Background: an optimization exercise with open tools, aiming at small area and a short achievable clock period. Do not read the settings as production practice.
Function was checked by simulation only, so behaviour that the tests miss may differ from the original.
Power is estimated from default activity; no workload was simulated.

--- flow/run.sh ---
#!/bin/bash
# The standard layout, with the port buffers made from the small
# sky130_fd_sc_hd__buf_1 instead of the cell buffer_ports picks by default.
set -euo pipefail
bash standard.sh BUFFER_PORTS_ARGS="-buffer_cell sky130_fd_sc_hd__buf_1" finish > standard.log 2>&1
--- config.mk ---
export PLATFORM = sky130hd
export DESIGN_NAME = alu16_top
export DESIGN_NICKNAME = alu16_top
export VERILOG_FILES = /design/flow/design.v
export SDC_FILE = /design/flow/constraint.sdc
export NUM_CORES = 4
export LEC_CHECK = 0
export ABC_AREA = 1
export CAP_MARGIN = 20
export CORE_MARGIN = 2
export CORE_UTILIZATION = 40
export SETUP_SLACK_MARGIN = 2.2
export SLEW_MARGIN = 20
--- standard.sh ---
#!/bin/bash
# synth_recipe.tcl (not shown) runs the flow's synth.tcl, then flattens the netlist and writes it again
# the make line also repeats each setting of config.mk as NAME=value (left out here)
make -C /OpenROAD-flow-scripts/flow DESIGN_CONFIG=/design/flow/config.mk WORK_HOME=/design/flow/orfs CLKGATE_MAP_FILE= SYNTH_SCRIPT=/design/flow/synth_recipe.tcl "${@:-finish}"
--- constraint.sdc ---
create_clock -name core_clock -period 4.7 [get_ports {clk}]
set_input_delay 0.9400 -clock core_clock [delete_from_list [all_inputs] [get_ports {clk}]]
set_output_delay 0.9400 -clock core_clock [all_outputs]
set_load 0.01 [all_outputs]
--- design.v ---
module alu16_top(clk, valA, valB, aluop, sub, lr, cc, result);
	input clk;
	input [15:0] valA, valB;
	input [3:0] aluop;
	input sub, lr;
	output reg [3:0] cc;
	output reg [15:0] result;
	reg [15:0] a_q, b_q;
	reg [3:0] op_q;
	reg sub_q, lr_q;
	wire [3:0] cc_w;
	wire [15:0] result_w;
	ALU alu(.valA(a_q), .valB(b_q), .aluop(op_q), .sub(sub_q), .lr(lr_q), .cc(cc_w), .result(result_w));
	always @(posedge clk) begin
		a_q <= valA;
		b_q <= valB;
		op_q <= aluop;
		sub_q <= sub;
		lr_q <= lr;
		cc <= cc_w;
		result <= result_w;
	end
endmodule

module ALU(valA, valB, aluop, sub, lr, cc, result);
	input [15:0] valA;
	input [15:0] valB;
	input [3:0] aluop;
	input sub;
	input lr;
	output [3:0] cc;
	output [15:0] result;
	wire [15:0] a = valA;
	wire [15:0] b = valB;
	wire [3:0] s = valB[3:0];
	wire op_add = ~aluop[3] & ~aluop[2] & ~aluop[1] & ~aluop[0];
	wire op_sh  = ~aluop[3] & ~aluop[2] & (aluop[1] | aluop[0]);
	wire op_rot = ~aluop[3] & ~aluop[2] & aluop[1] & aluop[0];
	wire op_lg  = ~aluop[3] & aluop[2];
	genvar i;
	wire [15:0] ax = a ^ {16{sub}};
	wire [15:0] g0 = b & ax;
	wire [15:0] t0 = b | ax;
	wire [15:0] g1, t1, g2, t2, g3, t3, g4;
	generate
		for (i = 0; i < 16; i = i + 1) begin : g_l1
			if (i % 2 == 1) begin
				assign g1[i] = g0[i] | (t0[i] & g0[i-1]);
				assign t1[i] = t0[i] & t0[i-1];
			end else begin
				assign g1[i] = g0[i];
				assign t1[i] = t0[i];
			end
		end
		for (i = 0; i < 16; i = i + 1) begin : g_l2
			if ((i / 2) % 2 == 1) begin
				assign g2[i] = g1[i] | (t1[i] & g1[(i / 2) * 2 - 1]);
				assign t2[i] = t1[i] & t1[(i / 2) * 2 - 1];
			end else begin
				assign g2[i] = g1[i];
				assign t2[i] = t1[i];
			end
		end
		for (i = 0; i < 16; i = i + 1) begin : g_l3
			if ((i / 4) % 2 == 1) begin
				assign g3[i] = g2[i] | (t2[i] & g2[(i / 4) * 4 - 1]);
				assign t3[i] = t2[i] & t2[(i / 4) * 4 - 1];
			end else begin
				assign g3[i] = g2[i];
				assign t3[i] = t2[i];
			end
		end
		for (i = 0; i < 16; i = i + 1) begin : g_l4
			if (i >= 8)
				assign g4[i] = g3[i] | (t3[i] & g3[7]);
			else
				assign g4[i] = g3[i];
		end
	endgenerate
	wire [16:0] k = {g4, 1'b0};
	wire [15:0] hx = a ^ b;
	wire [15:0] sum = hx ^ k[15:0];
	wire co = k[16] ^ sub;
	wire [15:0] kz = {sub ? g0[14:0] : t0[14:0], 1'b0};
	wire z_add = &(hx ~^ kz);
	wire lt11 = op_lg & ~aluop[1];
	wire lt01 = op_lg & (aluop[1] | aluop[0]);
	wire lt10 = op_lg & aluop[0];
	wire lt00 = op_lg & aluop[1] & ~aluop[0];
	wire [15:0] lg;
	generate
		for (i = 0; i < 16; i = i + 1) begin : g_lg
			assign lg[i] = b[i] ? (a[i] ? lt11 : lt01) : (a[i] ? lt10 : lt00);
		end
	endgenerate
	wire [3:0] ra = lr ? (~s + 4'd1) : s;
	wire [15:0] x1 = ra[0] ? {a[0], a[15:1]} : a;
	wire [15:0] x2 = ra[1] ? {x1[1:0], x1[15:2]} : x1;
	wire [15:0] x3 = ra[2] ? {x2[3:0], x2[15:4]} : x2;
	wire [15:0] x4 = ra[3] ? {x3[7:0], x3[15:8]} : x3;
	wire [15:0] wr;
	generate
		for (i = 0; i < 16; i = i + 1) begin : g_wr
			assign wr[i] = lr ? (i < s) : (15 - i < s);
		end
	endgenerate
	wire [15:0] keep = {16{op_sh}} & ~(wr & {16{~op_rot}});
	wire fill = op_sh & ~lr & ~aluop[1] & a[15];
	wire [15:0] fl = wr & {16{fill}};
	wire [15:0] sh = (x4 & keep) | fl;
	wire [15:0] nadd = sh | lg;
	assign result = ({16{op_add}} & sum) | nadd;
	wire Z = ~|nadd & (~op_add | z_add);
	wire N = result[15];
	wire C = op_add & co;
	wire [15:0] cg = a & ~sh;
	wire [15:0] ct = a | ~sh;
	wire [7:0] c1g, c1t;
	wire [3:0] c2g, c2t;
	wire [1:0] c3g, c3t;
	generate
		for (i = 0; i < 8; i = i + 1) begin : g_c1
			assign c1g[i] = cg[2*i+1] | (ct[2*i+1] & cg[2*i]);
			assign c1t[i] = ct[2*i+1] & ct[2*i];
		end
		for (i = 0; i < 4; i = i + 1) begin : g_c2
			assign c2g[i] = c1g[2*i+1] | (c1t[2*i+1] & c1g[2*i]);
			assign c2t[i] = c1t[2*i+1] & c1t[2*i];
		end
		for (i = 0; i < 2; i = i + 1) begin : g_c3
			assign c3g[i] = c2g[2*i+1] | (c2t[2*i+1] & c2g[2*i]);
			assign c3t[i] = c2t[2*i+1] & c2t[2*i];
		end
	endgenerate
	wire gt = c3g[1] | (c3t[1] & c3g[0]);
	wire V = op_sh & lr & gt;
	assign cc = {N, Z, C, V};
endmodule
==> flow_summary_export.csv, run 1 <==
group,metric,value,unit
setup_path,reg2reg_setup_slack,2.24,ns
route,wl,17500,µm
layout,regArea,0.00116,mm²
clock_tree,cts_made_buffers,9,
route,drtAntennaViolNets,0,
outcome,status,"finished clean",
route,drcViolationCount,0,
synthesis,ys.flop_type,"dfxtp_1",
global_routing,grt_usage,25.6,%
timing,worstMarginPinSlew,0.681,ns
clock_tree,ctsHtreeMaxLevel,3,
synthesis,yosysSeqAreaShare,22.9,%
place,dp_hpwl,12600,µm
synthesis,synthArstFlopShare,0,%
setup_path,slowest_stage,"dfxtp_4",
floorplanning,rows,40,
setup_path,worstSetupEndpointType,"register",
synthesis,synth-edff-count,0,
route,wl_per_cell,16.0,µm
floorplanning,core,0.0121,mm²
worst_hold_path,hold_class,"in -> reg",
global_routing,grt.overflow.total,0,
floorplanning,fp.dieH,116,µm
route,vias_per_cell,5.45,
run,maxCapViolations,0,
layout,area_growth,22.4,%
power_and_ir_drop,worst_ir_drop_vdd,0.234,mV
setup_path,reg2reg_depth,17,
route,vias,5986,
synthesis,yosys_warnings,1,
setup_path,cpMostUsedCell,"nand2_2",
clock_tree,tritoncts,"done",
timing,slew_viol_final,0,
floorplanning,dieWidth,116,µm
global_routing,antenna_found_initial,0,
setup_path,max_stage_delay,0.35,ns
layout,multiInputGateArea,0.00354,mm²
place,port_buffers,58,
floorplanning,initial_utilization,41.3,%
clock_tree,clock_sinks,57,
synthesis,synthCells,863,
layout,final_area,0.00610,mm²
layout,num-fill-cells,1258,
clock_tree,cts_root_buf,"clkbuf_16",
place,dpl-instance-area,0.00521,mm²
setup_path,crit_family,"simple AND/OR/NAND/NOR gates",
timing,period_minus_slack,2.46,ns
timing,rsz0062_at_grt,"false",
timing,max_slew_margin,54.5,%
layout,fin_util,50.6,%
synthesis,synth_seq_cells,57,
clock_tree,clock_path_buffers,2,
route,initialDrtViolationCount,549,
timing,setup-violations-final,0,
clock_tree,cts-hold-fix-buffers,0,
synthesis,synth.cell_area,0.00498,mm²
clock_tree,cts.reportedPaths.clkPinSlew,0.05,ns
setup_path,critPathMaxFanout,8,
synthesis,synth_nets,904,
setup_path,critical_path.cell_chain,"buf_12 > clkinv_16 > ha_4 > inv_2 > nand2_4 > nand2_8 > nand2_2 > nand2_2 > nand2_2 > nand3_1 > nand3b_1 > nand2_2 > a211oi_4 > nand2_1 > nor2_2 > nand2_1 > nor2_1",
setup_path,crit_type,"reg -> reg",
route,drt_pass1_iterations,6,
clock_tree,clock_latency,0.35,ns
global_routing,grt_pass1_vias,5209,
global_routing,grt_max_degree,28,
layout,drive_gt1_share,13.7,%
timing,post-route-period-util,52.4,%
layout,antenna_cells,0,
global_routing,grt_pass1_wl,26300,µm
worst_hold_path,whs_path_depth,1,
setup_path,crit_arrival,2.75,ns
setup_path,cp-start-kind,"register",
power_and_ir_drop,p_leak,2.99,nW
layout,final_nets,967,
synthesis,syn_area_per_cell,5.77,µm²
floorplanning,pin_count,59,
place,gp_congestion,1.00,
setup_path,path_buf_inv,3,
floorplanning,fp.dieArea,0.0134,mm²
timing,clock-skew-final,0.00562,ns
synthesis,ys_types,38,
setup_path,worst-path-stages,17,
timing,finalHoldViolCount,0,
timing,max_freq,406,MHz
timing,fin_setup_tns,0,ns
setup_path,worstPathRequired,4.99,ns
power_and_ir_drop,powerDensity,300,mW/mm²
==> state kept, by name, summed over array words and instances (netlist names) <==
name / flops
a_q: 16
lr_q: 1
sub_q: 1
op_q: 4
b_q: 16
cc: 4
result: 15
==> repair_timing <==
action                     CTS  global route
gates cloned                 3             4
setup endpoints to repair   18            16
setup buffers                3            16
resized for setup           22            61
pin swaps                    5            23
==> kinds of logic after synthesis <==
family	share of synthesized area, %
compound gates	15.7
xor+xnor	4.75
fa+ha+maj	0.502
buf+inv	11.2
flops	22.9
simple gates	45.0
==> area by class of cell <==
class / instances / share of cell area, %
clock buffers: 13 / 4.43
clock inverters: 2 / 0.985
inverters: 84 / 5.95
multi-input cells: 688 / 58.1
flip-flops and latches: 57 / 19.0
well taps: 168 / 3.45
repair buffers: 84 / 7.67
repair inverters: 2 / 0.369
==> path summary, 6_finish.rpt <==
kind	start	end
worst max register to register	b_q[0]	cc[2]
worst min-delay path	valB[13]	b_q[13]
worst min register to register	lr_q	cc[0]
worst max-delay path	b_q[0]	cc[2]
==> cells in the mapped netlist, types with 6 or more instances <==
cell type | instances | share of area [%]
dfxtp_1 | 57 | 23
a21oi_1 | 52 | 5.2
inv_2 | 9 | 0.68
o21ai_1 | 12 | 1.2
a211oi_2 | 6 | 1.5
buf_4 | 11 | 1.7
nor3_1 | 11 | 1.1
a221oi_1 | 15 | 2.6
xor2_1 | 13 | 2.3
nand3_1 | 92 | 9.2
buf_2 | 10 | 1.0
nor2_1 | 71 | 5.4
nand3b_1 | 9 | 1.4
o21ai_0 | 28 | 2.8
buf_6 | 6 | 1.4
nand2_1 | 323 | 24
xnor2_1 | 14 | 2.5
clkbuf_1 | 9 | 0.68
inv_1 | 74 | 5.6
nand4_1 | 7 | 0.88
==> cells in the final DEF (no fill, tap or decap), types with 3 or more instances in the layout <==
| cell type | Yosys | final |
|---|---|---|
| nand3_2 | 1 | 8 |
| dfxtp_2 | 0 | 4 |
| nand3b_1 | 9 | 9 |
| clkbuf_16 | 0 | 10 |
| buf_1 | 1 | 58 |
| nor3_2 | 0 | 4 |
| nand4_1 | 7 | 7 |
| inv_2 | 9 | 7 |
| a21oi_2 | 0 | 3 |
| dfxtp_1 | 57 | 49 |
| o21ai_1 | 12 | 13 |
| nand2_2 | 5 | 19 |
| inv_1 | 74 | 72 |
| nand3_1 | 92 | 84 |
| xnor2_1 | 14 | 14 |
| o21ai_0 | 28 | 27 |
| a211oi_2 | 6 | 8 |
| buf_4 | 11 | 23 |
| nand2_1 | 323 | 305 |
| o21a_1 | 3 | 3 |
| xor2_1 | 13 | 13 |
| nor2_1 | 71 | 69 |
| nand2_8 | 0 | 4 |
| nand2_4 | 3 | 6 |
| nor3_1 | 11 | 7 |
| a21oi_1 | 52 | 49 |
| a221oi_1 | 15 | 15 |
| nor2_2 | 2 | 4 |
| clkbuf_8 | 0 | 3 |
| dfxtp_4 | 0 | 4 |
==> per-layer routing <==
metal	routed length, µm	part of all wire (%)	track usage, %
met3	1390	7.9	5.96
met5	0	0	0
met1	7400	42	31.8
met4	906	5.2	16.1
met2	7840	45	40.2
==> report_power, final <==
group | internal [mW] | leakage (nW) | switching (mW) | total (mW)
clock network | 0.503 | 0.162 | 0.226 | 0.729
registers | 0.520 | 0.481 | 0.0408 | 0.561
logic | 0.190 | 2.35 | 0.349 | 0.539
total | 1.21 | 2.99 | 0.616 | 1.83
==> metrics by stage <==
stage	worst slack, ns	power, mW	hold slack (ns)	cells
after floorplan	2.38	0.919	0.582	863
after global placement	1.68	1.03	0.684	1057
after detailed placement	1.71	1.03	0.676	1057
after CTS	2.18	1.78	0.671	1078
after global routing	2.17	1.92	0.675	1098
final	2.24	1.83	0.680	1098
==> inputs of run 2 (changes only) <==
==> run.sh (new file) <==
#!/bin/bash
# synth_recipe.tcl (not shown) runs the flow's synth.tcl, then flattens the netlist and writes it again
# the make line also repeats each setting of config.mk as NAME=value (left out here)
make -C /OpenROAD-flow-scripts/flow DESIGN_CONFIG=/design/flow/config.mk WORK_HOME=/design/flow/orfs CLKGATE_MAP_FILE= SYNTH_SCRIPT=/design/flow/synth_recipe.tcl finish
--- a/config.mk
+++ b/config.mk
@@ -11,2 +11,4 @@
 export CORE_UTILIZATION = 40
+export CTS_CLUSTER_DIAMETER = 300
+export CTS_CLUSTER_SIZE = 60
 export SETUP_SLACK_MARGIN = 2.2
removed: flow/run.sh
removed: standard.sh
==> flow_summary_export.csv, run 2 <==
group,metric,value,unit
outcome,status,"finished clean",
synthesis,synth_common_cells,"nand2_1, nand3_1, inv_1",
clock_tree,cts.reportedPaths.clkPinSlew,0.05,ns
timing,setup-violations-final,0,
setup_path,reg2reg_depth,14,
layout,largestRegisters,"a_q (16), b_q (16), result (15)",
synthesis,synthArstFlopShare,0,%
clock_tree,clock_sinks,57,
setup_path,path_buf_inv,1,
synthesis,synth_nets,904,
layout,final_cell_mix,"nand2_1, nand3_1, inv_1",
timing,period_minus_slack,2.39,ns
setup_path,critical_path.cell_chain,"nor2_1 > nand2_1 > nand2_1 > nand2_1 > nand2_4 > inv_2 > nand3_1 > nand3_1 > nand2_1 > a211oi_2 > nand2_1 > nor2_1 > nand2_1 > nor2_1",
route,initialDrtViolationCount,582,
route,wl,18300,µm
synthesis,synth_area_leaders,"nand2_1, dfxtp_1, nand3_1",
timing,max_slew_margin,49.5,%
route,drt_pass1_iterations,6,
route,wl_per_cell,16.7,µm
setup_path,cp-start-kind,"register",
clock_tree,cts_root_buf,"clkbuf_16",
power_and_ir_drop,power_frac_clock,38.1,%
place,port_buffers,58,
floorplanning,pin_count,59,
place,gp_congestion,0.969,
timing,finalHoldViolCount,0,
timing,max_freq,419,MHz
synthesis,syn_area_per_cell,5.77,µm²
floorplanning,initial_utilization,41.3,%
floorplanning,fp.dieArea,0.0134,mm²
route,drcViolationCount,0,
global_routing,grt_max_degree,28,
setup_path,reg2reg_setup_slack,2.31,ns
power_and_ir_drop,switching_share,33.9,%
timing,slew_viol_final,0,
layout,regArea,0.00116,mm²
clock_tree,clock_latency,0.35,ns
synthesis,synth_seq_cells,57,
synthesis,synth_most_common_cell,"nand2_1",
global_routing,grt_pass1_wl,27700,µm
layout,antenna_cells,0,
synthesis,synth-xor-area-share,4.75,%
setup_path,cpMostUsedCell,"nand2_1",
global_routing,grt_usage,27.3,%
global_routing,grt_pass1_vias,5384,
floorplanning,dieWidth,116,µm
floorplanning,rows,40,
run,maxCapViolations,0,
layout,num-fill-cells,1265,
place,dp_hpwl,13500,µm
power_and_ir_drop,power.internal,1.19,mW
worst_hold_path,whs_path_depth,2,
setup_path,critPathLaunch,"b_q[2]",
setup_path,max_stage_delay,0.49,ns
setup_path,worstSetupEndpointType,"register",
power_and_ir_drop,power_switching,0.610,mW
global_routing,antenna_found_initial,0,
setup_path,crit_arrival,2.67,ns
power_and_ir_drop,pwr-share-comb,30.6,%
clock_tree,tritoncts,"done",
worst_hold_path,hold_class,"reg -> reg",
synthesis,synth.cell_area,0.00498,mm²
synthesis,yosys.area_share.simple,45.0,%
global_routing,grt.overflow.total,0,
synthesis,synth-compound-area-share,15.7,%
synthesis,synthAdderAreaFrac,0.502,%
floorplanning,core,0.0121,mm²
setup_path,worstPathRequired,4.99,ns
synthesis,synth-edff-count,0,
clock_tree,clock_path_buffers,2,
synthesis,synthCells,863,
synthesis,yosys_warnings,1,
setup_path,crit_type,"reg -> reg",
synthesis,synth_top_family_by_area,"simple AND/OR/NAND/NOR gates",
power_and_ir_drop,p_leak,3.02,nW
power_and_ir_drop,powerDensity,292,mW/mm²
route,drtAntennaViolNets,0,
timing,fin_setup_tns,0,ns
timing,worstMarginPinSlew,0.756,ns
setup_path,r2r-end,"cc[2]",
layout,final_nets,958,
timing,post-route-period-util,50.8,%
timing,clock-skew-final,0.00954,ns
layout,multiInputGateArea,0.00340,mm²
power_and_ir_drop,worst_ir_drop_vdd,0.242,mV
layout,drive_gt1_share,10.4,%
clock_tree,cts-hold-fix-buffers,0,
worst_hold_path,hold_path.startpoint,"lr_q",
route,vias_per_cell,5.39,
setup_path,r2r_start,"b_q[2]",
setup_path,crit_family,"simple AND/OR/NAND/NOR gates",
power_and_ir_drop,power_frac_seq,31.3,%
layout,area_growth,23.4,%
synthesis,ys.flop_type,"dfxtp_1",
power_and_ir_drop,power,1.80,mW
route,vias,5877,
synthesis,synthMuxAreaShare,0,%
floorplanning,fp.dieH,116,µm
clock_tree,cts_made_buffers,9,
synthesis,yosysSeqAreaShare,22.9,%
setup_path,critPathMaxFanout,17,
clock_tree,ctsHtreeMaxLevel,3,
synthesis,synth_top_area_share,24.3,%
timing,rsz0062_at_grt,"false",
synthesis,synth_top_area_cell,"nand2_1",
layout,layout_commonest_cell,"nand2_1",
synthesis,ys_types,38,
setup_path,slowest_stage,"dfxtp_2",
worst_hold_path,holdPathEnd,"cc[0]",
-- run 2: cell counts after synthesis --
Identical to the previous run, type by type.
-- run 2: cells by family after synthesis --
group | Yosys count
AND/OR/NAND/NOR | 529
XOR/XNOR | 27
flip-flops | 57
buffers and inverters | 121
AO/OA/AOI/OAI | 127
adder cells (fa/ha/maj) | 2
-- run 2: layout make-up --
| class | count | area share, % |
|---|---|---|
| timing repair buffer | 77 | 11.9 |
| multi-input combinational | 687 | 55.3 |
| clock inverter | 2 | 0.570 |
| clock buffer | 14 | 4.46 |
| timing repair inverter | 1 | 0.0611 |
| sequential | 57 | 18.9 |
| tap | 168 | 3.42 |
| inverter | 84 | 5.44 |
-- run 2: metal layers --
| layer | global-route usage, % | vias up | share of wire, % |
|---|---|---|---|
| met2 | 45.5 | 243 | 47 |
| met3 | 6.07 | 47 | 6.5 |
| li1 | - | 2914 | - |
| met4 | 13.4 | 0 | 4.2 |
| met1 | 33.2 | 2673 | 42 |
| met5 | 0 | - | 0 |
-- run 2: worst max path at each step --
stage	to	cells after the start	slack [ns]
3_3_place_gp	cc[0]	11	1.80
3_5_place_dp	cc[0]	11	1.82
2_1_floorplan	cc[0]	19	2.38
5_1_grt	cc[1]	13	2.20
6_report	cc[2]	14	2.31
4_1_cts	cc[0]	13	2.20
-- run 2: timing repair --
item / in CTS / in global routing
setup buffers: 9 / 5
resized for setup: 19 / 25
pin swaps: 3 / 7
gates cloned: 1 / 2
endpoints found under the setup margin: 12 / 13
hold endpoints to repair: 0 / 0
-- run 2: worst register-to-register path, stage by stage (launching register included) --
cell and delay, ns:
dfxtp_2 0.49, nor2_1 0.09, nand2_1 0.09, nand2_1 0.05
nand2_1 0.10, nand2_4 0.15, inv_2 0.28, nand3_1 0.12
nand3_1 0.12, nand2_1 0.11, a211oi_2 0.39, nand2_1 0.09
nor2_1 0.10, nand2_1 0.06, nor2_1 0.09
-- run 2: through the flow --
step           hold WS (ns)  setup WS (ns)  util, %  cell area, µm²  instances
3_5_place_dp          0.673           1.82     46.2            5570       1057
4_1_cts               0.654           2.20     49.8            6010       1083
2_1_floorplan         0.582           2.38        -            4980        863
3_3_place_gp          0.679           1.80     46.2            5570       1057
5_1_grt               0.644           2.20     51.0            6150       1090
6_report              0.624           2.31     51.0            6150       1090
-- run 2: power by group through the flow --
stage / registers, mW / clock network, mW / logic, mW
CTS: 0.563 / 0.696 / 0.523
floorplan: 0.558 / 0 / 0.361
finish: 0.562 / 0.685 / 0.550
global placement: 0.570 / 0 / 0.509
global route: 0.568 / 0.718 / 0.605
detailed placement: 0.571 / 0 / 0.509
==> inputs of run 3 (changes only) <==
--- a/config.mk
+++ b/config.mk
@@ -11,4 +11,2 @@
 export CORE_UTILIZATION = 40
-export CTS_CLUSTER_DIAMETER = 300
-export CTS_CLUSTER_SIZE = 60
 export SETUP_SLACK_MARGIN = 2.2
==> flow_summary_export.csv, run 3 <==
group,metric,value,unit
synthesis,ys_types,38,
clock_tree,cts-hold-fix-buffers,0,
global_routing,antenna_found_initial,0,
clock_tree,clock_sinks,57,
timing,rsz0062_at_grt,"false",
global_routing,grt_max_degree,28,
layout,final_cell_mix,"nand2_1, nand3_1, inv_1",
setup_path,cp-start-kind,"register",
timing,max_slew_margin,49.5,%
layout,final_area,0.00615,mm²
floorplanning,fp.dieH,116,µm
synthesis,synthArstFlopShare,0,%
power_and_ir_drop,power_frac_clock,38.1,%
power_and_ir_drop,power,1.80,mW
synthesis,ys.flop_type,"dfxtp_1",
setup_path,critical_path.cell_chain,"nor2_1 > nand2_1 > nand2_1 > nand2_1 > nand2_4 > inv_2 > nand3_1 > nand3_1 > nand2_1 > a211oi_2 > nand2_1 > nor2_1 > nand2_1 > nor2_1",
floorplanning,core,0.0121,mm²
setup_path,worstSetupEndpointType,"register",
floorplanning,pin_count,59,
setup_path,worstPathRequired,4.99,ns
floorplanning,rows,40,
clock_tree,clock_latency,0.35,ns
setup_path,cpMostUsedCell,"nand2_1",
worst_hold_path,hold_path.startpoint,"lr_q",
timing,slew_viol_final,0,
setup_path,crit_arrival,2.67,ns
timing,finalHoldViolCount,0,
route,drtAntennaViolNets,0,
global_routing,grt_pass1_vias,5384,
layout,area_growth,23.4,%
place,dpl-instance-area,0.00557,mm²
place,gp_congestion,0.969,
route,wl,18300,µm
synthesis,synth_nets,904,
setup_path,r2r_start,"b_q[2]",
clock_tree,tritoncts,"done",
place,port_buffers,58,
route,wl_per_cell,16.7,µm
worst_hold_path,hold_class,"reg -> reg",
timing,holdWs,0.624,ns
power_and_ir_drop,powerDensity,292,mW/mm²
synthesis,synth_top_area_share,24.3,%
synthesis,yosys_warnings,1,
global_routing,grt_usage,27.3,%
layout,drive_gt1_share,10.4,%
timing,worstMarginPinSlew,0.756,ns
floorplanning,initial_utilization,41.3,%
layout,final_nets,958,
clock_tree,clock_path_buffers,2,
clock_tree,cts_root_buf,"clkbuf_16",
global_routing,grt.overflow.total,0,
power_and_ir_drop,power_switching,0.610,mW
timing,period_minus_slack,2.39,ns
synthesis,yosysSeqAreaShare,22.9,%
layout,fin_util,51.0,%
timing,post-route-period-util,50.8,%
power_and_ir_drop,power_frac_seq,31.3,%
synthesis,syn_area_per_cell,5.77,µm²
power_and_ir_drop,switching_share,33.9,%
power_and_ir_drop,worst_ir_drop_vdd,0.242,mV
route,drt_pass1_iterations,6,
setup_path,max_stage_delay,0.49,ns
synthesis,synth-edff-count,0,
synthesis,synth.cell_area,0.00498,mm²
power_and_ir_drop,p_leak,3.02,nW
clock_tree,cts_made_buffers,9,
clock_tree,ctsHtreeMaxLevel,3,
timing,setup-violations-final,0,
outcome,status,"finished clean",
floorplanning,fp.dieArea,0.0134,mm²
synthesis,synth_top_area_cell,"nand2_1",
synthesis,synth_area_leaders,"nand2_1, dfxtp_1, nand3_1",
timing,max_freq,419,MHz
synthesis,synth_common_cells,"nand2_1, nand3_1, inv_1",
setup_path,critPathLaunch,"b_q[2]",
power_and_ir_drop,power.internal,1.19,mW
global_routing,grt_pass1_wl,27700,µm
place,dp_hpwl,13500,µm
synthesis,synthCells,863,
layout,layout_commonest_cell,"nand2_1",
setup_path,critPathMaxFanout,17,
timing,fin_setup_tns,0,ns
run,maxCapViolations,0,
synthesis,synth_seq_cells,57,
clock_tree,cts.reportedPaths.clkPinSlew,0.05,ns
setup_path,slowest_stage,"dfxtp_2",
route,drcViolationCount,0,
route,initialDrtViolationCount,582,
timing,clock-skew-final,0.00954,ns
route,vias_per_cell,5.39,
layout,antenna_cells,0,
setup_path,crit_type,"reg -> reg",
power_and_ir_drop,pwr-share-comb,30.6,%
layout,largestRegisters,"a_q (16), b_q (16), result (15)",
floorplanning,dieWidth,116,µm
route,vias,5877,
synthesis,synth_most_common_cell,"nand2_1",
[run 3: path summary, 6_finish.rpt]
check	slack [ns]	endpoint	depth (start not counted)
max	2.31	cc[2]	14
min	0.62	cc[0]	2
max reg2reg	2.31	cc[2]	14
min reg2reg	0.62	cc[0]	2
[run 3: cell type report]
cell class | count | area (µm²)
Fill cell | 1265 | 5920
Timing Repair Buffer | 77 | 731
Inverter | 84 | 334
Clock inverter | 2 | 35.0
Multi-Input combinational cell | 687 | 3400
Sequential cell | 57 | 1160
Tap cell | 168 | 210
Clock buffer | 14 | 274
Timing Repair inverter | 1 | 3.75
[run 3: kinds of logic (layout without fill, tap and decap cells)]
| logic type | after synthesis | count (layout) | synth area share [%] |
|---|---|---|---|
| flops | 57 | 57 | 22.9 |
| buf+inv | 121 | 178 | 11.2 |
| xor+xnor | 27 | 27 | 4.75 |
| compound gates | 127 | 128 | 15.7 |
| simple gates | 529 | 530 | 45.0 |
| fa+ha+maj | 2 | 2 | 0.502 |
[run 3: layer usage]
layer / share of wire (%) / up-vias / track usage (%)
met3: 6.5 / 47 / 6.07
met5: 0 / - / 0
met4: 4.2 / 0 / 13.4
met1: 42 / 2673 / 33.2
li1: - / 2914 / -
met2: 47 / 243 / 45.5
[run 3: metrics by stage]
stage,setup WS (ns),instances
6_report,2.31,1090
5_1_grt,2.20,1090
4_1_cts,2.20,1083
3_5_place_dp,1.82,1057
3_3_place_gp,1.80,1057
2_1_floorplan,2.38,863
[run 3: power by group through the flow]
stage	logic [mW]	clock network, mW	registers (mW)
after floorplan	0.361	0	0.558
after global placement	0.509	0	0.570
after detailed placement	0.509	0	0.571
after CTS	0.523	0.696	0.563
after global routing	0.605	0.718	0.568
final	0.550	0.685	0.562
[run 3: repair_timing]
| action | in CTS | in global routing |
|---|---|---|
| gates resized for setup | 19 | 25 |
| buffers inserted | 9 | 5 |
| pin swaps | 3 | 7 |
| hold endpoints to repair | 0 | 0 |
| cloned | 1 | 2 |
| setup endpoints to repair | 12 | 13 |
[run 3: critical path: cells and delay by family, from the launching register on]
kind,cells,cell delay (ns)
AO/OA/AOI/OAI,1,0.39
flip-flops,1,0.49
buffers and inverters,1,0.28
AND/OR/NAND/NOR,12,1.17
==> inputs of run 4 (changes only) <==
--- a/config.mk
+++ b/config.mk
@@ -10,3 +10,6 @@
 export CORE_MARGIN = 2
-export CORE_UTILIZATION = 40
+export CORE_UTILIZATION = 55
+export CTS_BUF_LIST = sky130_fd_sc_hd__clkbuf_8
+export CTS_CLUSTER_DIAMETER = 200
+export CTS_CLUSTER_SIZE = 30
 export SETUP_SLACK_MARGIN = 2.2
==> flow_summary_export.csv, run 4 <==
group,metric,value,unit
outcome,status,"finished clean",
setup_path,r2r-end,"cc[0]",
layout,final_nets,955,
place,numPlacedInstances,996,
route,vias_per_cell,6.11,
timing,post-route-period-util,52.6,%
synthesis,ys_types,38,
timing,slew_viol_final,0,
power_and_ir_drop,p_leak,2.99,nW
clock_tree,clock_latency,0.35,ns
layout,final_cell_mix,"nand2_1, nand3_1, inv_1",
synthesis,synth_top_area_cell,"nand2_1",
timing,setup-violations-final,0,
clock_tree,cts.reportedPaths.clkPinSlew,0.07,ns
synthesis,synth_seq_cells,57,
floorplanning,rows,34,
synthesis,synth.cell_area,0.00498,mm²
route,drtAntennaViolNets,0,
setup_path,reg2reg_setup_slack,2.23,ns
synthesis,synth_common_cells,"nand2_1, nand3_1, inv_1",
route,vias,6270,
worst_hold_path,hold_class,"reg -> reg",
route,drcViolationCount,0,
synthesis,synth_top_area_share,24.3,%
clock_tree,cts_made_buffers,9,
setup_path,crit_type,"reg -> reg",
layout,area_growth,21.6,%
timing,clock-skew-final,0.0116,ns
route,drt_pass1_iterations,12,
synthesis,ys.flop_type,"dfxtp_1",
setup_path,r2r_start,"b_q[0]",
synthesis,synthCells,863,
place,gp_congestion,1.06,
route,wl,18400,µm
place,dp_hpwl,12900,µm
floorplanning,dieWidth,99.2,µm
synthesis,synthArstFlopShare,0,%
global_routing,grt_pass1_vias,5602,
clock_tree,clock_path_buffers,2,
power_and_ir_drop,worst_ir_drop_vdd,0.203,mV
layout,stdcell_count,1026,
synthesis,synth-edff-count,0,
global_routing,grt_usage,35.2,%
floorplanning,fp.dieH,99.2,µm
run,maxCapViolations,0,
timing,rsz0062_at_grt,"true",
setup_path,critPathMaxFanout,27,
clock_tree,clock_sinks,57,
clock_tree,tritoncts,"done",
worst_hold_path,hold_path.startpoint,"lr_q",
worst_hold_path,holdPathEnd,"cc[0]",
layout,largestRegisters,"a_q (16), b_q (16), result (15)",
synthesis,syn_area_per_cell,5.77,µm²
timing,max_freq,404,MHz
floorplanning,initial_utilization,56.8,%
synthesis,yosysSeqAreaShare,22.9,%
place,dpl-instance-area,0.00549,mm²
setup_path,worstSetupEndpointType,"register",
global_routing,antenna_found_initial,0,
layout,antenna_cells,0,
route,wl_per_cell,17.9,µm
timing,fin_setup_tns,0,ns
timing,max_slew_margin,40.7,%
power_and_ir_drop,powerDensity,264,mW/mm²
synthesis,synth_most_common_cell,"nand2_1",
worst_hold_path,whs_path_depth,2,
synthesis,yosys_warnings,1,
layout,final_area,0.00606,mm²
clock_tree,cts_root_buf,"clkbuf_8",
timing,period_minus_slack,2.47,ns
timing,worstMarginPinSlew,0.889,ns
synthesis,synth_nets,904,
route,initialDrtViolationCount,1008,
setup_path,reg2reg_depth,19,
layout,drive_gt1_share,10.2,%
floorplanning,core,0.00876,mm²
clock_tree,ctsHtreeMaxLevel,3,
synthesis,synth_area_leaders,"nand2_1, dfxtp_1, nand3_1",
floorplanning,fp.dieArea,0.00983,mm²
timing,finalHoldViolCount,0,
floorplanning,pin_count,59,
global_routing,grt_pass1_wl,27700,µm
setup_path,cp-start-kind,"register",
place,port_buffers,58,
layout,fin_util,69.1,%
setup_path,worstPathRequired,4.98,ns
layout,layout_commonest_cell,"nand2_1",
global_routing,grt.overflow.total,0,
setup_path,crit_arrival,2.75,ns
global_routing,grt_max_degree,29,
## run 4: cell types whose count changed in the layout (fill, tap and decap cells not counted), moves of 2 or more
cell / previous run / this run
a21oi_2: 3 / 1
buf_12: 0 / 3
nand2_2: 8 / 10
nor2_1: 70 / 68
buf_4: 18 / 9
a21oi_1: 49 / 51
nor2_2: 3 / 5
clkbuf_1: 2 / 0
clkbuf_16: 9 / 3
clkbuf_8: 3 / 10
nand2_8: 0 / 2
## run 4: critical path: stages, from the launching register on
cell,delay [ns]
dfxtp_4,0.36
buf_12,0.14
inv_12,0.11
ha_4,0.17
inv_2,0.06
nand2_1,0.12
nand2_4,0.11
nand2_8,0.12
clkinv_8,0.09
nand2_1,0.09
nand3_1,0.09
nand3_1,0.11
nand2_1,0.13
o21ai_0,0.22
nand2_1,0.08
nand2_1,0.08
nand2_1,0.06
nand2_1,0.07
nand2_1,0.05
a21oi_1,0.13
## run 4: through the flow
stage	setup slack [ns]	power [mW]	hold slack, ns
after floorplan	2.38	0.919	0.582
after global placement	1.87	1.06	0.655
after detailed placement	1.80	1.07	0.683
after CTS	2.20	1.54	0.692
after global routing	2.06	1.68	0.689
final	2.23	1.60	0.657
## run 4: final cells by class
class | instances | area (µm²)
inverters | 84 | 349
multi-input cells | 689 | 3440
well taps | 108 | 135
fillers | 765 | 2710
repair buffers | 73 | 783
flip-flops and latches | 57 | 1160
clock inverters | 5 | 56.3
clock buffers | 10 | 138
## run 4: routing by layer
metal / vias up / track usage, % / part of all wire, %
li1: 2903 / - / -
met1: 2755 / 46.2 / 38
met2: 499 / 57.1 / 44
met3: 113 / 5.13 / 11
met4: 0 / 16.3 / 6.2
met5: - / 0 / 0
## run 4: worst max-delay path by stage
| stage | from | endpoint | slack [ns] | cells past startpoint |
|---|---|---|---|---|
| after floorplan | b_q[0] | cc[0] | 2.38 | 19 |
| after global placement | b_q[0] | cc[0] | 1.87 | 17 |
| after detailed placement | b_q[0] | cc[0] | 1.80 | 17 |
| after CTS | b_q[0] | cc[0] | 2.20 | 17 |
| after global routing | b_q[0] | cc[2] | 2.06 | 17 |
| final | b_q[0] | cc[0] | 2.23 | 19 |
## run 4: where the power goes
group          internal, mW  switching (mW)
Sequential            0.519          0.0422
Clock                 0.255           0.210
Combinational         0.223           0.352
## run 4: logic make-up after synthesis
group | after synthesis | share of synthesized area [%]
compound gates | 127 | 15.7
xor+xnor | 27 | 4.75
simple gates | 529 | 45.0
fa+ha+maj | 2 | 0.502
flops | 57 | 22.9
buf+inv | 121 | 11.2
## run 4: timing repair
action / in CTS / in global routing
gates resized for setup: 25 / 32
endpoints found under the hold margin: 0 / 0
buffers inserted: 1 / 7
pin swaps: 3 / 17
gates cloned: 3 / 4
hold buffers: 0 / 0
endpoints found under the setup margin: 17 / 15
==> inputs of run 5 (changes only) <==
--- a/design.v
+++ b/design.v
@@ -85,12 +85,6 @@
 	wire z_add = &(hx ~^ kz);
-	wire lt11 = op_lg & ~aluop[1];
-	wire lt01 = op_lg & (aluop[1] | aluop[0]);
-	wire lt10 = op_lg & aluop[0];
-	wire lt00 = op_lg & aluop[1] & ~aluop[0];
-	wire [15:0] lg;
-	generate
-		for (i = 0; i < 16; i = i + 1) begin : g_lg
-			assign lg[i] = b[i] ? (a[i] ? lt11 : lt01) : (a[i] ? lt10 : lt00);
-		end
-	endgenerate
+	wire l_and = op_lg & ~aluop[1];
+	wire l_hx  = op_lg & aluop[0];
+	wire l_not = op_lg & aluop[1] & ~aluop[0];
+	wire [15:0] lg = ({16{l_and}} & a & b) | ({16{l_hx}} & hx) | ({16{l_not}} & ~a);
 	wire [3:0] ra = lr ? (~s + 4'd1) : s;
@@ -115,4 +109,5 @@
 	wire C = op_add & co;
-	wire [15:0] cg = a & ~sh;
-	wire [15:0] ct = a | ~sh;
+	wire [15:0] shl = x4 & keep;
+	wire [15:0] cg = a & ~shl;
+	wire [15:0] ct = a | ~shl;
 	wire [7:0] c1g, c1t;
--- a/config.mk
+++ b/config.mk
@@ -10,6 +10,3 @@
 export CORE_MARGIN = 2
-export CORE_UTILIZATION = 55
-export CTS_BUF_LIST = sky130_fd_sc_hd__clkbuf_8
-export CTS_CLUSTER_DIAMETER = 200
-export CTS_CLUSTER_SIZE = 30
+export CORE_UTILIZATION = 40
 export SETUP_SLACK_MARGIN = 2.2
==> flow_summary_export.csv, run 5 <==
group,metric,value,unit
outcome,status,"finished clean",
clock_tree,cts.reportedPaths.clkPinSlew,0.06,ns
setup_path,critPathMaxFanout,18,
floorplanning,core,0.0120,mm²
clock_tree,clock_latency,0.34,ns
synthesis,synthArstFlopShare,0,%
floorplanning,rows,40,
clock_tree,clock_sinks,57,
setup_path,crit_arrival,2.67,ns
global_routing,grt.overflow.total,0,
route,drcViolationCount,0,
global_routing,grt_max_degree,27,
timing,setup-violations-final,0,
worst_hold_path,hold_class,"reg -> reg",
timing,finalHoldViolCount,0,
synthesis,synth_top_area_share,23.1,%
worst_hold_path,whs_path_depth,2,
global_routing,grt_pass1_wl,28300,µm
layout,final_nets,956,
floorplanning,pin_count,59,
timing,max_freq,418,MHz
floorplanning,fp.dieArea,0.0132,mm²
route,wl,18400,µm
worst_hold_path,hold_path.startpoint,"lr_q",
power_and_ir_drop,worst_ir_drop_vdd,0.157,mV
place,post-place-ws,1.91,ns
timing,post-route-period-util,50.9,%
layout,area_growth,25.8,%
place,dp_hpwl,13700,µm
synthesis,yosysSeqAreaShare,23.1,%
clock_tree,tritoncts,"done",
timing,slew_viol_final,0,
synthesis,yosys_warnings,1,
synthesis,synth_top_area_cell,"dfxtp_1",
global_routing,grt_usage,28.3,%
synthesis,synth-edff-count,0,
setup_path,r2r_start,"b_q[0]",
place,port_buffers,58,
synthesis,synth_nets,891,
global_routing,use_met2,47.2,%
synthesis,synth_seq_cells,57,
layout,antenna_cells,0,
clock_tree,clock_path_buffers,2,
global_routing,use_met1,36.7,%
global_routing,grt_pass1_vias,5297,
route,initialDrtViolationCount,566,
floorplanning,fp.dieH,115,µm
synthesis,ys_types,45,
power_and_ir_drop,p_leak,3.15,nW
route,vias_per_cell,5.47,
layout,layout_commonest_cell,"nand2_1",
timing,max_slew_margin,65.8,%
timing,rsz0062_at_grt,"true",
clock_tree,cts_root_buf,"clkbuf_16",
floorplanning,dieWidth,115,µm
setup_path,r2r-end,"cc[2]",
timing,worstMarginPinSlew,0.507,ns
floorplanning,initial_utilization,41.1,%
setup_path,cp-start-kind,"register",
timing,period_minus_slack,2.39,ns
route,drt_pass1_iterations,6,
global_routing,grt-busiest-layer,"met2",
timing,clock-skew-final,0.0106,ns
timing,fin_setup_tns,0,ns
run,maxCapViolations,0,
setup_path,worstSetupEndpointType,"register",
layout,largestRegisters,"a_q (16), b_q (16), result (15)",
global_routing,antenna_found_initial,0,
layout,drive_gt1_share,14.7,%
worst_hold_path,holdPathEnd,"cc[0]",
layout,fin_util,51.7,%
clock_tree,ctsHtreeMaxLevel,3,
setup_path,worstPathRequired,4.98,ns
route,vias,5826,
synthesis,synthCells,850,
place,gp_congestion,0.998,
setup_path,reg2reg_depth,18,
global_routing,grt.met3_usage,4.11,%
setup_path,reg2reg_setup_slack,2.31,ns
clock_tree,cts_made_buffers,9,
route,drtAntennaViolNets,0,
setup_path,crit_type,"reg -> reg",
power_and_ir_drop,power,1.74,mW
synthesis,ys.flop_type,"dfxtp_1",
synthesis,synth.cell_area,0.00493,mm²
clock_tree,cts-hold-fix-buffers,0,
route,wl_per_cell,17.2,µm
timing,finalWorstSetupSlack,2.31,ns
synthesis,syn_area_per_cell,5.81,µm²
synthesis,synth_common_cells,"nand2_1, inv_1, nand3_1",
synthesis,synth_area_leaders,"dfxtp_1, nand2_1, nand3_1",
power_and_ir_drop,powerDensity,280,mW/mm²
layout,final_cell_mix,"nand2_1, inv_1, nand3_1",
synthesis,synth_most_common_cell,"nand2_1",
## run 5: cell families after synthesis
logic type,count (synthesis),share of synthesized area [%]
buffers and inverters,142,13.2
DFF,57,23.1
xor gates and xnor gates,21,3.73
adders and majority gates,2,0.507
and+or+nand+nor,491,43.2
AOI/OAI and AO/OA,137,16.2
## run 5: worst max path at each step
stage | from | to | slack [ns]
3_5_place_dp | b_q[0] | cc[2] | 1.91
3_3_place_gp | b_q[0] | cc[2] | 1.91
6_report | b_q[0] | cc[2] | 2.31
4_1_cts | b_q[0] | cc[2] | 2.22
5_1_grt | b_q[0] | cc[2] | 2.15
2_1_floorplan | b_q[0] | cc[0] | 2.50
## run 5: power breakdown
group | switching, mW | internal, mW | total, mW
clock network | 0.227 | 0.363 | 0.590
registers | 0.0403 | 0.519 | 0.559
logic | 0.358 | 0.234 | 0.592
## run 5: layer usage
| layer | vias to the layer above | wire [µm] |
|---|---|---|
| met2 | 236 | 8470 |
| met5 | - | 0 |
| li1 | 2861 | - |
| met3 | 40 | 1230 |
| met1 | 2689 | 8000 |
| met4 | 0 | 663 |
## run 5: repair_timing
item                                    CTS  global route
cloned                                    4             0
pin swaps                                 3            14
gates resized for setup                  16            56
endpoints found under the setup margin   10            11
buffers inserted                          5            20
## run 5: area by class of cell
type	count	area, µm²
clock inverter	4	20.0
inverter	104	422
timing repair buffer	89	862
fill	1253	5800
multi-input combinational	654	3320
tap	147	184
sequential	57	1150
clock buffer	11	243
## run 5: per-stage QoR
| stage | instance area [µm²] | hold slack (ns) | instances |
|---|---|---|---|
| floorplan | 4930 | 0.572 | 850 |
| global placement | 5480 | 0.695 | 1022 |
| detailed placement | 5480 | 0.684 | 1022 |
| CTS | 5880 | 0.619 | 1046 |
| global route | 6210 | 0.629 | 1066 |
| finish | 6210 | 0.606 | 1066 |
## run 5: worst max-delay path, cell delays in order, from the launching register on
cell and delay (ns):
dfxtp_4 0.35, buf_12 0.12, inv_12 0.05, ha_4 0.28, inv_1 0.06, nand2_4 0.11, nand2_8 0.09, buf_4 0.15
nand2_2 0.08, nand3_2 0.10, nand3_2 0.08, nand2_2 0.09, nand2_2 0.09, nand2_2 0.07, nor2_2 0.12, nand3_1 0.10
nor3_2 0.20, nand2_1 0.07, nor2_1 0.10
==> inputs of run 6 (changes only) <==
==> flow/run.sh (new file) <==
#!/bin/bash
# The standard layout, with the port buffers made from the small
# sky130_fd_sc_hd__buf_1 instead of the cell buffer_ports picks by default.
set -euo pipefail
bash standard.sh BUFFER_PORTS_ARGS="-buffer_cell sky130_fd_sc_hd__buf_1" finish > standard.log 2>&1
==> standard.sh (new file) <==
#!/bin/bash
# synth_recipe.tcl (not shown) runs the flow's synth.tcl, then flattens the netlist and writes it again
# the make line also repeats each setting of config.mk as NAME=value (left out here)
make -C /OpenROAD-flow-scripts/flow DESIGN_CONFIG=/design/flow/config.mk WORK_HOME=/design/flow/orfs CLKGATE_MAP_FILE= SYNTH_SCRIPT=/design/flow/synth_recipe.tcl "${@:-finish}"
--- a/config.mk
+++ b/config.mk
@@ -11,2 +11,3 @@
 export CORE_UTILIZATION = 40
+export CTS_BUF_LIST = sky130_fd_sc_hd__clkbuf_8
 export SETUP_SLACK_MARGIN = 2.2
removed: run.sh
==> flow_summary_export.csv, run 6 <==
group,metric,value,unit
route,initialDrtViolationCount,499,
layout,final_nets,934,
setup_path,critPathLaunch,"b_q[1]",
setup_path,cpMostUsedCell,"nand2_1",
synthesis,synth_area_leaders,"dfxtp_1, nand2_1, nand3_1",
synthesis,synthCells,850,
power_and_ir_drop,p_leak,2.83,nW
timing,max_freq,430,MHz
synthesis,synth-edff-count,0,
timing,worstMarginPinSlew,0.492,ns
setup_path,max_stage_delay,0.38,ns
global_routing,grt_pass1_vias,4750,
layout,drive_gt1_share,9.69,%
synthesis,synth_common_cells,"nand2_1, inv_1, nand3_1",
synthesis,yosys_warnings,1,
synthesis,yosysSeqAreaShare,23.1,%
clock_tree,ctsHtreeMaxLevel,3,
setup_path,cp-start-kind,"register",
run,maxCapViolations,0,
synthesis,synth.cell_area,0.00493,mm²
layout,antenna_cells,0,
synthesis,synth_most_common_cell,"nand2_1",
clock_tree,cts_root_buf,"clkbuf_8",
global_routing,grt_usage,24.6,%
floorplanning,fp.dieH,115,µm
place,port_buffers,58,
route,vias_per_cell,5.26,
timing,finalHoldViolCount,0,
global_routing,grt_max_degree,27,
setup_path,crit_type,"reg -> reg",
setup_path,worstSetupEndpointType,"register",
timing,clock-skew-final,0.00717,ns
synthesis,ys_types,45,
synthesis,synth_top_area_cell,"dfxtp_1",
route,drcViolationCount,0,
synthesis,ys.flop_type,"dfxtp_1",
route,drtAntennaViolNets,0,
clock_tree,tritoncts,"done",
synthesis,synthArstFlopShare,0,%
worst_hold_path,hold_class,"reg -> reg",
setup_path,slowest_stage,"dfxtp_4",
timing,slew_viol_final,0,
power_and_ir_drop,powerDensity,288,mW/mm²
place,dp_hpwl,12300,µm
global_routing,grt.overflow.total,0,
route,vias,5498,
clock_tree,cts.reportedPaths.clkPinSlew,0.07,ns
place,gp_congestion,0.987,
power_and_ir_drop,worst_ir_drop_vdd,0.150,mV
layout,num-fill-cells,1336,
timing,rsz0062_at_grt,"true",
synthesis,synth_nets,891,
route,drt_pass1_iterations,7,
power_and_ir_drop,power,1.57,mW
setup_path,critPathMaxFanout,9,
timing,period_minus_slack,2.32,ns
floorplanning,fp.dieArea,0.0132,mm²
clock_tree,clock_sinks,57,
synthesis,synth_top_area_share,23.1,%
clock_tree,cts_made_buffers,9,
floorplanning,dieWidth,115,µm
floorplanning,pin_count,59,
timing,setup-violations-final,0,
global_routing,grt_pass1_wl,25000,µm
worst_hold_path,hold_path.startpoint,"lr_q",
synthesis,syn_area_per_cell,5.81,µm²
timing,fin_setup_tns,0,ns
clock_tree,clock_latency,0.36,ns
timing,post-route-period-util,49.5,%
floorplanning,initial_utilization,41.1,%
layout,area_growth,10.8,%
route,wl,16000,µm
global_routing,antenna_found_initial,0,
floorplanning,rows,40,
clock_tree,clock_path_buffers,2,
setup_path,critical_path.cell_chain,"inv_2 > ha_2 > nand2_2 > nand2_2 > o21ai_0 > nand2_1 > nand3_1 > nand3b_1 > nand2_1 > nand2_1 > nand2_1 > nand2_1 > nand2_1 > nand2_1 > nand2_1 > a21oi_1",
outcome,status,"finished clean",
setup_path,worstPathRequired,4.96,ns
setup_path,crit_arrival,2.58,ns
setup_path,r2r_start,"b_q[1]",
layout,final_cell_mix,"nand2_1, inv_1, nand3_1",
floorplanning,core,0.0120,mm²
synthesis,synth_seq_cells,57,
timing,max_slew_margin,67.2,%
layout,largestRegisters,"a_q (16), b_q (16), result (15)",
route,wl_per_cell,15.3,µm
layout,layout_commonest_cell,"nand2_1",
[run 6: cell counts after synthesis]
No cell type changed its count.
[run 6: per-stage QoR]
step	hold WS (ns)	utilization, %	setup WS, ns	cell area [µm²]	cells
6_report	0.621	45.5	2.38	5470	1045
3_3_place_gp	0.668	42.5	1.60	5110	1021
4_1_cts	0.643	44.7	2.23	5370	1040
3_5_place_dp	0.656	42.5	1.59	5110	1021
2_1_floorplan	0.572	-	2.50	4930	850
5_1_grt	0.635	45.5	2.14	5470	1045
[run 6: area by class of cell]
type / instances / area, µm² / share of cell area [%]
clock buffer: 11 / 151 / 2.77
multi-input combinational: 654 / 3200 / 58.6
tap: 147 / 184 / 3.36
inverter: 104 / 408 / 7.46
timing repair buffer: 67 / 289 / 5.29
sequential: 57 / 1150 / 21.1
clock inverter: 5 / 77.6 / 1.42
[run 6: path summary, 6_finish.rpt]
| check | endpoint | slack [ns] | cells past startpoint |
|---|---|---|---|
| worst max-delay path | cc[0] | 2.38 | 16 |
| worst min-delay path | cc[0] | 0.62 | 2 |
| worst max register to register | cc[0] | 2.38 | 16 |
| worst min register to register | cc[0] | 0.62 | 2 |
[run 6: repair_timing]
| action | 4_1_cts | 5_1_grt |
|---|---|---|
| pin swaps | 1 | 3 |
| gates cloned | 0 | 3 |
| endpoints found under the setup margin | 18 | 11 |
| setup buffers | 3 | 2 |
| gates resized for setup | 4 | 20 |
| hold buffers | 0 | 0 |
[run 6: worst max-delay path: cells and delay by family, from the launching register on]
family / cells / cell delay, ns
compound gates: 2 / 0.29
simple gates: 12 / 1.12
flops: 1 / 0.38
buf+inv: 1 / 0.12
fa+ha+maj: 1 / 0.30
[run 6: kinds of logic (layout without fill, tap and decap cells)]
group           Yosys count  in the layout  share of synthesized area, %
xor+xnor                 21             21                          3.73
flops                    57             57                          23.1
simple gates            491            494                          43.2
buf+inv                 142            187                          13.2
fa+ha+maj                 2              2                         0.507
compound gates          137            137                          16.2
[run 6: layer usage]
| layer | global-route usage (%) | wire, µm | vias up | part of all wire (%) |
|---|---|---|---|---|
| met3 | 4.74 | 874 | 32 | 5.5 |
| met2 | 40.6 | 7380 | 195 | 46 |
| met4 | 10.3 | 549 | 0 | 3.4 |
| met5 | 0 | 0 | - | 0 |
| met1 | 31.5 | 7210 | 2445 | 45 |
| li1 | - | - | 2826 | - |
[run 6: where the power goes]
part	internal [mW]	leakage, nW	switching (mW)
registers	0.518	0.479	0.0390
clock network	0.325	0.115	0.206
logic	0.161	2.23	0.324
total	1.00	2.83	0.569
==> inputs of run 7 (changes only) <==
--- a/design.v
+++ b/design.v
@@ -83,3 +83,3 @@
 	wire co = k[16] ^ sub;
-	wire [15:0] kz = {sub ? g0[14:0] : t0[14:0], 1'b0};
+	wire [15:0] kz = {{15{~sub}} & t0[14:0], 1'b0};
 	wire z_add = &(hx ~^ kz);
==> flow_summary_export.csv, run 7 <==
group,metric,value,unit
outcome,status,"finished clean",
floorplanning,fp.dieArea,0.0135,mm²
setup_path,path_buf_inv,4,
synthesis,yosys_warnings,1,
place,gp_congestion,1.00,
synthesis,yosysSeqAreaShare,22.7,%
setup_path,crit_arrival,2.62,ns
floorplanning,core,0.0122,mm²
timing,period_minus_slack,2.40,ns
power_and_ir_drop,p_leak,3.09,nW
power_and_ir_drop,powerDensity,277,mW/mm²
route,drcViolationCount,0,
setup_path,critical_path.cell_chain,"buf_12 > clkinv_16 > ha_4 > inv_2 > nand2_4 > nand2_8 > nand2_2 > nand2_1 > nand2_1 > nand3_2 > nand3_2 > o211ai_1 > buf_4 > a31o_2",
timing,setup-violations-final,0,
synthesis,synth-edff-count,0,
layout,drive_gt1_share,14.5,%
global_routing,antenna_found_initial,0,
global_routing,grt_pass1_wl,28100,µm
global_routing,grt_usage,27.4,%
route,wl,18400,µm
setup_path,crit_type,"reg -> reg",
setup_path,critPathMaxFanout,14,
place,numPlacedInstances,1067,
synthesis,synth_nets,913,
route,wl_per_cell,16.6,µm
synthesis,synthCells,872,
synthesis,synthArstFlopShare,0,%
layout,antenna_cells,0,
synthesis,ys.flop_type,"dfxtp_1",
route,initialDrtViolationCount,767,
worst_hold_path,hold_class,"reg -> reg",
place,dp_hpwl,13700,µm
timing,slew_viol_final,0,
timing,rsz0062_at_grt,"false",
clock_tree,cts_made_buffers,9,
layout,area_growth,18.1,%
power_and_ir_drop,power,1.65,mW
synthesis,synth.cell_area,0.00504,mm²
synthesis,synth_top_area_cell,"nand2_1",
layout,largestRegisters,"a_q (16), b_q (16), result (15)",
clock_tree,ctsHtreeMaxLevel,3,
power_and_ir_drop,worst_ir_drop_vdd,0.156,mV
synthesis,synth_most_common_cell,"nand2_1",
global_routing,grt.overflow.total,0,
setup_path,slowest_stage,"dfxtp_4",
floorplanning,initial_utilization,41.4,%
synthesis,ys_types,48,
setup_path,worstPathRequired,4.92,ns
timing,post-route-period-util,51.0,%
timing,fin_setup_tns,0,ns
synthesis,synth_top_area_share,23.6,%
synthesis,syn_area_per_cell,5.78,µm²
timing,clock-skew-final,0.00982,ns
layout,final_nets,974,
synthesis,synth_common_cells,"nand2_1, inv_1, nand3_1",
clock_tree,tritoncts,"done",
global_routing,grt_max_degree,29,
setup_path,crit_family,"simple AND/OR/NAND/NOR gates",
route,top_layer,"met4",
route,wl_met2,8090,µm
clock_tree,clock_sinks,57,
setup_path,worstSetupEndpointType,"register",
route,vias_per_cell,5.37,
clock_tree,cts.reportedPaths.clkPinSlew,0.07,ns
clock_tree,cts_root_buf,"clkbuf_8",
route,drtAntennaViolNets,0,
layout,num-fill-cells,1347,
layout,multiInputGateArea,0.00345,mm²
global_routing,grt_pass1_vias,5200,
layout,stdcell_count,1106,
layout,regArea,0.00116,mm²
timing,max_slew_margin,64.7,%
layout,layout_commonest_cell,"nand2_1",
timing,finalHoldViolCount,0,
route,wl_met3,1550,µm
floorplanning,fp.dieH,116,µm
clock_tree,clock_path_buffers,2,
clock_tree,clock_latency,0.35,ns
floorplanning,dieWidth,116,µm
run,maxCapViolations,0,
route,vias,5936,
timing,worstMarginPinSlew,0.529,ns
layout,final_cell_mix,"nand2_1, inv_1, nor2_1",
setup_path,max_stage_delay,0.36,ns
timing,holdWs,0.635,ns
synthesis,synth_seq_cells,57,
synthesis,synth_area_leaders,"nand2_1, dfxtp_1, nand3_1",
floorplanning,pin_count,59,
floorplanning,rows,40,
timing,max_freq,417,MHz
setup_path,cp-start-kind,"register",
route,drt_pass1_iterations,5,
place,port_buffers,58,
route,wl_met1,8130,µm
-- run 7: stage by stage --
step / util (%) / worst slack [ns] / cell area (µm²)
detailed placement: 43.2 / 1.89 / 5260
global placement: 43.2 / 1.92 / 5260
finish: 48.9 / 2.30 / 5950
floorplan: - / 2.48 / 5040
CTS: 45.9 / 2.20 / 5590
global route: 48.9 / 2.19 / 5950
-- run 7: final timing paths --
kind | from | to | slack [ns] | cells past startpoint
setup / recovery | b_q[0] | result[1] | 2.30 | 14
setup reg to reg | b_q[0] | result[1] | 2.30 | 14
hold / removal | lr_q | cc[0] | 0.63 | 2
hold reg to reg | lr_q | cc[0] | 0.63 | 2
-- run 7: worst min-delay path: stages (launching register included) --
cell     delay [ns]
dfxtp_4        0.43
nand2_1        0.13
a21oi_2        0.04
-- run 7: cells by family (layout without fill, tap and decap cells) --
logic type | Yosys count | in the layout | share of synthesized area [%]
AO/OA/AOI/OAI | 118 | 118 | 14.4
XOR/XNOR | 18 | 18 | 3.28
adder cells (fa/ha/maj) | 4 | 4 | 0.944
buffers and inverters | 146 | 210 | 13.0
flip-flops | 57 | 57 | 22.7
AND/OR/NAND/NOR | 529 | 531 | 45.6
-- run 7: report_power, final --
| part | switching [mW] | internal (mW) | leakage (nW) |
|---|---|---|---|
| Clock | 0.225 | 0.297 | 0.0975 |
| Combinational | 0.371 | 0.194 | 2.51 |
| Sequential | 0.0425 | 0.518 | 0.479 |
| Total | 0.639 | 1.01 | 3.09 |
-- run 7: what timing repair did --
action	CTS	global route
gates cloned	2	2
setup endpoints to repair	13	4
gates resized for setup	18	51
pin swaps	3	14
hold buffers	0	0
setup buffers	1	18
-- run 7: layout make-up --
| cell class | count | area share (%) |
|---|---|---|
| repair buffers | 82 | 7.32 |
| repair inverters | 1 | 0.189 |
| flip-flops and latches | 57 | 19.4 |
| inverters | 111 | 7.74 |
| multi-input cells | 671 | 58.1 |
| well taps | 168 | 3.53 |
| clock buffers | 9 | 2.08 |
| clock inverters | 7 | 1.60 |
-- run 7: layer usage --
layer	vias up	track usage, %
li1	2913	-
met1	2656	38.0
met2	321	42.9
met3	46	4.15
met4	0	10.7
met5	-	0
==> inputs of run 8 (changes only) <==
--- a/config.mk
+++ b/config.mk
@@ -11,3 +11,3 @@
 export CORE_UTILIZATION = 40
-export CTS_BUF_LIST = sky130_fd_sc_hd__clkbuf_8
+export CTS_BUF_LIST = sky130_fd_sc_hd__clkbuf_4
 export SETUP_SLACK_MARGIN = 2.2
==> flow_summary_export.csv, run 8 <==
group,metric,value,unit
outcome,status,"finished clean",
timing,setup-violations-final,0,
route,drt_pass1_iterations,7,
layout,fin_util,46.9,%
layout,final_nets,961,
timing,post-route-period-util,51.2,%
route,wl,18000,µm
synthesis,synth-xor-area-share,3.28,%
synthesis,synth_most_common_cell,"nand2_1",
layout,largestRegisters,"a_q (16), b_q (16), result (15)",
clock_tree,ctsHtreeMaxLevel,3,
floorplanning,dieWidth,116,µm
clock_tree,cts_root_buf,"clkbuf_4",
setup_path,slowest_stage,"dfxtp_4",
power_and_ir_drop,powerDensity,267,mW/mm²
setup_path,cpMostUsedCell,"nand2_1",
floorplanning,core,0.0122,mm²
synthesis,synthAdderAreaFrac,0.944,%
global_routing,antenna_found_initial,1,
clock_tree,clock_latency,0.44,ns
clock_tree,clock_sinks,57,
synthesis,synth-edff-count,0,
timing,worstMarginPinSlew,0.532,ns
synthesis,yosysSeqAreaShare,22.7,%
floorplanning,rows,40,
floorplanning,initial_utilization,41.4,%
synthesis,ys_types,48,
clock_tree,cts_made_buffers,9,
setup_path,critical_path.cell_chain,"buf_12 > inv_16 > ha_4 > inv_1 > nand2_4 > nand2_8 > nand2_1 > nand2_1 > nand2_1 > nand2_1 > nand2_1 > nand2_1 > nand2_1 > nand3_1 > nor2_1 > nand2_1 > nor3_2 > nand2_1 > nor2_1",
setup_path,crit_type,"reg -> reg",
clock_tree,clock_path_buffers,2,
power_and_ir_drop,power,1.52,mW
power_and_ir_drop,worst_ir_drop_vdd,0.135,mV
clock_tree,cts.reportedPaths.clkPinSlew,0.12,ns
global_routing,grt.overflow.total,0,
layout,final_area,0.00570,mm²
synthesis,yosys.area_share.simple,45.6,%
route,vias_per_cell,5.28,
timing,finalHoldViolCount,0,
global_routing,grt_pass1_vias,5172,
timing,fin_setup_tns,0,ns
place,port_buffers,58,
place,post-place-ws,1.89,ns
setup_path,critPathMaxFanout,28,
route,drtAntennaViolNets,0,
setup_path,worstPathRequired,5.09,ns
place,numPlacedInstances,1067,
floorplanning,fp.dieH,116,µm
layout,layout_commonest_cell,"nand2_1",
timing,rsz0062_at_grt,"true",
setup_path,max_stage_delay,0.37,ns
route,initialDrtViolationCount,572,
synthesis,synth_area_leaders,"nand2_1, dfxtp_1, nand3_1",
global_routing,grt_usage,27.4,%
place,gp_congestion,1.00,
layout,area_growth,13.2,%
timing,clock-skew-final,0.0134,ns
place,dp_hpwl,13700,µm
synthesis,synth_top_family_by_area,"simple AND/OR/NAND/NOR gates",
synthesis,synth_top_area_cell,"nand2_1",
power_and_ir_drop,p_leak,2.97,nW
setup_path,cp-start-kind,"register",
synthesis,synthArstFlopShare,0,%
global_routing,grt_max_degree,29,
timing,max_slew_margin,64.5,%
synthesis,synthCells,872,
layout,stdcell_count,1094,
setup_path,crit_arrival,2.79,ns
route,vias,5778,
setup_path,worstSetupEndpointType,"register",
setup_path,path_buf_inv,3,
synthesis,syn_area_per_cell,5.78,µm²
floorplanning,fp.dieArea,0.0135,mm²
route,drcViolationCount,0,
clock_tree,tritoncts,"done",
synthesis,synth_seq_cells,57,
place,dpl-instance-area,0.00526,mm²
timing,max_freq,416,MHz
synthesis,ys.flop_type,"dfxtp_1",
synthesis,synth_common_cells,"nand2_1, inv_1, nand3_1",
synthesis,synthMuxAreaShare,0,%
synthesis,yosys_warnings,1,
timing,period_minus_slack,2.40,ns
floorplanning,pin_count,59,
timing,slew_viol_final,0,
synthesis,synth_top_area_share,23.6,%
timing,holdWs,0.580,ns
layout,drive_gt1_share,11.0,%
run,maxCapViolations,0,
synthesis,synth_nets,913,
timing,finalWorstSetupSlack,2.30,ns
global_routing,grt_pass1_wl,28000,µm
route,wl_per_cell,16.5,µm
setup_path,crit_family,"simple AND/OR/NAND/NOR gates",
layout,final_cell_mix,"nand2_1, inv_1, nor2_1, nand3_1, buf_1",
worst_hold_path,hold_class,"in -> reg",
synthesis,synth.cell_area,0.00504,mm²
synthesis,synth-compound-area-share,14.4,%
run 8: path summary, 6_finish.rpt:
check,depth (start not counted),end,from,slack (ns)
max,19,cc[2],b_q[0],2.30
min,1,a_q[13],valA[13],0.58
max reg2reg,19,cc[2],b_q[0],2.30
min reg2reg,2,cc[0],lr_q,0.62
run 8: report_power, final:
part	leakage (nW)	switching, mW	internal (mW)
Combinational	2.42	0.357	0.180
Sequential	0.479	0.0421	0.517
Clock	0.0742	0.215	0.214
run 8: area by class of cell:
| class | count | area, µm² |
|---|---|---|
| fill | 1362 | 6460 |
| multi-input combinational | 671 | 3370 |
| sequential | 57 | 1160 |
| inverter | 111 | 448 |
| timing repair buffer | 70 | 345 |
| tap | 168 | 210 |
| clock inverter | 7 | 95.1 |
| clock buffer | 9 | 67.6 |
| antenna | 1 | 2.50 |
run 8: kinds of logic after synthesis:
logic type,after synthesis
and+or+nand+nor,529
buffers and inverters,146
AOI/OAI and AO/OA,118
DFF,57
xor gates and xnor gates,18
adders and majority gates,4
run 8: repair_timing:
action	4_1_cts	5_1_grt
pin swaps	3	4
gates resized for setup	19	25
cloned	2	1
hold buffers	0	0
endpoints found under the setup margin	14	4
buffers inserted	1	6
run 8: metal layers:
layer	share of wire (%)	track usage, %
met5	0	0
met3	8.3	4.31
met1	45	38.0
met4	3.7	10.3
met2	43	43.0

## re-timing with driven ports
The results above use ideal ports. As a check the final layouts listed here were re-extracted and re-timed, cells and wires unchanged. Step 1 (the two cells are an assumption about what drives the block):
set clk [get_ports {clk}]
set_driving_cell -lib_cell sky130_fd_sc_hd__clkbuf_16 $clk
set_driving_cell -lib_cell sky130_fd_sc_hd__buf_2 [delete_from_list [all_inputs] $clk]
Step 2 times the ports against the registers' clock, not the clock port: input delays grow and output delays shrink by t, the midpoint of the rising clock arrivals with the driver on. Three values: ideal ports, drivers, drivers and shift; two values: the first two.
| run | t (ns) | setup WS [ns] | worst hold slack (ns) | cell pins on the clock port's net |
|---|---|---|---|---|
| run 1 | 0.384 | 2.239 / 2.239 / 2.239 | 0.680 / 0.661 / 0.691 | 1 |
| run 2 | 0.380 | 2.315 / 2.315 / 2.315 | 0.624 / 0.624 / 0.624 | 1 |
| run 3 | 0.380 | 2.315 / 2.315 / 2.315 | 0.624 / 0.624 / 0.624 | 1 |
| run 4 | 0.378 | 2.228 / 2.228 / 2.228 | 0.657 / 0.657 / 0.657 | 1 |
| run 5 | 0.378 | 2.309 / 2.309 / 2.309 | 0.606 / 0.606 / 0.606 | 1 |
| run 6 | 0.394 | 2.376 / 2.376 / 2.376 | 0.621 / 0.621 / 0.621 | 1 |
| run 7 | 0.385 | 2.301 / 2.301 / 2.301 | 0.635 / 0.635 / 0.635 | 1 |
| run 8 | 0.470 | 2.295 / 2.295 / 2.295 | 0.580 / 0.568 / 0.620 | 1 |
After both steps every run listed still meets setup and hold.
